Source: an optimization exercise on an open RTL-to-GDS flow (aim: small area). Production flows keep margins and buffers that such runs may drop. RTL that was checked went through simulation tests only; none was proved equivalent to the original. No activity file was given, so power comes from the tool's default toggle rates.

Design ekf_est, start of the top module:
module ekf_est (
    clk,
    n_rst,
    start,
    init,
    mode,
    i_b,
    v_t,
    ready,
    ekf_vrc,
    ekf_soc,
    ekf_done
);
input clk, n_rst;
input start;
input init;
input mode;
input [4:0] i_b;
input [23:0] v_t;
output ready;
output [23:0] ekf_vrc;
output [23:0] ekf_soc;
output ekf_done;
localparam [23:0] TH4_1 = 24'h03645a, TH4_2 = 24'h011d14, TH4_3 = 24'h01fbe7;
localparam [23:0] TH5_1 = 24'h5d2474, TH5_2 = 24'h688659, TH5_3 = 24'h53d3c3;
localparam [23:0] A4_F = 24'h6aff26, A4_S = 24'hadf77e;
localparam [23:0] A42_F = 24'h597b91, A42_S = 24'h348cd8;
localparam [23:0] B1_F = 24'hff463e, B1_S = 24'hf8be67;
localparam [23:0] B2_F = 24'h00b729, B2_S = 24'h0727a3;
localparam [23:0] DT_F = 24'h03ea03, DT_S = 24'h0a5753;
localparam [23:0] QC = 24'h000346;       
localparam [23:0] SOC_CH = 24'h010000, SOC_DIS = 24'h640000;
reg [4:0] ph;
always @(posedge clk or negedge n_rst) begin
    if (!n_rst) ph <= 5'd0;
    else ph <= (ph == 5'd23) ? 5'd0 : ph + 5'd1;
end
localparam [1:0] M_IDLE = 2'd0, M_WAIT = 2'd1, M_RUN = 2'd2, M_DONE = 2'd3;
reg [1:0] md;
reg [5:0] fr;
reg INITF, MODE;
wire accept = (md == M_IDLE) && start;
always @(posedge clk or negedge n_rst) begin
    if (!n_rst) begin
        md <= M_IDLE;
        fr <= 6'd63;
    end else begin
        case (md)
            M_IDLE: begin
                if (start) begin
                    md <= (ph == 5'd23) ? M_RUN : M_WAIT;
                    if (ph == 5'd23) fr <= init ? 6'd62 : 6'd0;
                end
            end
            M_WAIT: begin
                if (ph == 5'd23) begin
                    md <= M_RUN;
                    fr <= INITF ? 6'd62 : 6'd0;
                end
            end
            M_RUN: begin
                if (ph == 5'd23) begin
                    if ((fr == 6'd62) || (fr == 6'd37)) begin
                        md <= M_DONE;
                        fr <= 6'd63;
                    end else fr <= fr + 6'd1;
                end
            end
            default: md <= M_IDLE;
        endcase
    end
end
always @(posedge clk) begin
    if (accept) begin
        INITF <= init;
        MODE <= mode;
    end
end
assign ready = (md == M_IDLE);
assign ekf_done = (md == M_DONE);
wire ini = (fr == 6'd62);
wire filt = ~fr[5] | ~fr[4] | ~fr[3] | ~fr[2] | ~fr[1];
wire [10:0] tf = {fr, ph};
function [10:0] T;
  ...
Size: about 1900 cells after synthesis, about 370 flip-flops, about 84 I/O pins, ~16000 µm² of cells after synthesis.
==> flow/config.mk <==
export PLATFORM = sky130hd
export DESIGN_NAME = ekf_est
export DESIGN_NICKNAME = ekf_est
export VERILOG_FILES = /design/flow/design.v
export SDC_FILE = /design/flow/constraint.sdc
export NUM_CORES = 8
export LEC_CHECK = 0
export ABC_AREA = 1
export CAP_MARGIN = 20
export CORE_MARGIN = 2
export CORE_UTILIZATION = 60
export CTS_BUF_LIST = sky130_fd_sc_hd__clkbuf_2 sky130_fd_sc_hd__clkbuf_4 sky130_fd_sc_hd__clkbuf_8
export PLACE_DENSITY = 0.7
export SLEW_MARGIN = 20
==> flow/constraint.sdc <==
create_clock -name core_clock -period 20.0 [get_ports {clk}]
set_input_delay 4.0000 -clock core_clock [delete_from_list [all_inputs] [get_ports {clk}]]
set_output_delay 4.0000 -clock core_clock [all_outputs]
set_load 0.01 [all_outputs]
standard.sh (not shown) runs the stock make flow with config.mk's settings and CLKGATE_MAP_FILE= SYNTH_SCRIPT=/design/flow/synth_recipe.tcl, a recipe that flattens the netlist after the stock synthesis.
==> flow/flow/run.sh <==
#!/bin/bash
# The standard layout, with three changes: the port buffers are the smallest
# buffer cell, clock tree synthesis adds no dummy loads and uses larger clusters,
# and after placement sizing the resizer recovers area on paths with slack.
set -euo pipefail
export BUFFER_PORTS_ARGS="-buffer_cell sky130_fd_sc_hd__buf_1"
export CTS_ARGS="-sink_clustering_enable -repair_clock_nets -dont_use_dummy_load -sink_clustering_size 15 -sink_clustering_max_diameter 80 -buf_list {sky130_fd_sc_hd__clkbuf_8}"
export POST_RESIZE_TCL="$PWD/flow/recover.tcl"
bash standard.sh > standard_flow.log 2>&1
==> flow/flow/recover.tcl <==
# After placement sizing: with the large setup slack, let the resizer shrink
# cells on paths that have slack to spare (area recovery).
estimate_parasitics -placement
repair_timing -recover_power 100 -verbose
Edit:
--- a/flow/design.v
+++ b/flow/design.v
@@ -37,58 +37,46 @@
     else ph <= (ph == 5'd23) ? 5'd0 : ph + 5'd1;
 end
 localparam [1:0] M_IDLE = 2'd0, M_WAIT = 2'd1, M_RUN = 2'd2, M_DONE = 2'd3;
 reg [1:0] md;
 reg [5:0] fr;
 reg INITF, MODE;
 wire accept = (md == M_IDLE) && start;
 always @(posedge clk or negedge n_rst) begin
     if (!n_rst) begin
         md <= M_IDLE;
-        fr <= 6'd63;
     end else begin
         case (md)
-            M_IDLE: begin
-                if (start) begin
-                    md <= (ph == 5'd23) ? M_RUN : M_WAIT;
-                    if (ph == 5'd23) fr <= init ? 6'd62 : 6'd0;
-                end
-            end
-            M_WAIT: begin
-                if (ph == 5'd23) begin
-                    md <= M_RUN;
-                    fr <= INITF ? 6'd62 : 6'd0;
-                end
-            end
-            M_RUN: begin
-                if (ph == 5'd23) begin
-                    if ((fr == 6'd62) || (fr == 6'd37)) begin
-                        md <= M_DONE;
-                        fr <= 6'd63;
-                    end else fr <= fr + 6'd1;
-                end
-            end
+            M_IDLE: if (start) md <= (ph == 5'd23) ? M_RUN : M_WAIT;
+            M_WAIT: if (ph == 5'd23) md <= M_RUN;
+            M_RUN: if ((ph == 5'd23) && (INITF || (fr == 6'd37))) md <= M_DONE;
             default: md <= M_IDLE;
         endcase
     end
 end
 always @(posedge clk) begin
+    if (md != M_RUN) fr <= 6'd0;
+    else if (ph == 5'd23) fr <= fr + 6'd1;
+end
+always @(posedge clk) begin
     if (accept) begin
         INITF <= init;
         MODE <= mode;
     end
 end
 assign ready = (md == M_IDLE);
 assign ekf_done = (md == M_DONE);
-wire ini = (fr == 6'd62);
-wire filt = ~fr[5] | ~fr[4] | ~fr[3] | ~fr[2] | ~fr[1];
-wire [10:0] tf = {fr, ph};
+wire run = (md == M_RUN);
+wire filt = run & ~INITF;
+wire ini = run & INITF;
+wire [10:0] tt = {fr, ph};
+wire [10:0] tf = {filt ? fr : 6'h3f, ph};
 function [10:0] T;
     input integer x;
     begin
         T = ((x / 24) << 5) + (x % 24);
     end
 endfunction
 function tin;
     input [10:0] tv;
     input integer a;
     input integer b;
Sequential power hardly moves.
First-iteration DRC count came out lower by 5.7%.
Power came out lower by 0.45%.
Cell area came out lower by 0.60%.
Setup slack is better by 230 ps.
Synthesized area came out lower by 0.34%.
Hold slack is better by 37 ps.
Wire length came out lower by 1.7%.
Die area came out lower by 0.33%.
Register-to-register slack is better by 230 ps.
Global-route usage came out lower by 0.54 points.
Fmax came out higher by 1.6%.
Final cell count came out lower by 1.6%.
Only the layout flow was run in the first run of this note; the RTL was not checked for function there.

[what the ideal ports hide]
In the flow no input, the clock included, has a driving cell. The finished layouts below were timed again as built, in two steps.
Step 1 sets driving cells, clkbuf_16 on the clock port and buf_2 on the other inputs (assumed; they add their load-dependent delay and slew).
Step 2 moves the port delays by t, midway between the first and last clock arrival at a register: inputs arrive t later, outputs are due t later. That takes back most of the time a late clock gives input paths.
Three values: ideal, step 1, step 2; two values: the first two.
run	t, ns	setup WS [ns]	worst hold slack (ns)	latest minus earliest clock arrival (ns)
the first run	0.632	5.210 / 5.210 / 5.210	0.281 / 0.281 / 0.281	0.094 / 0.094
the second run	0.643	5.438 / 5.438 / 5.438	0.318 / 0.318 / 0.318	0.067 / 0.068
After both steps every run listed still meets setup and hold.
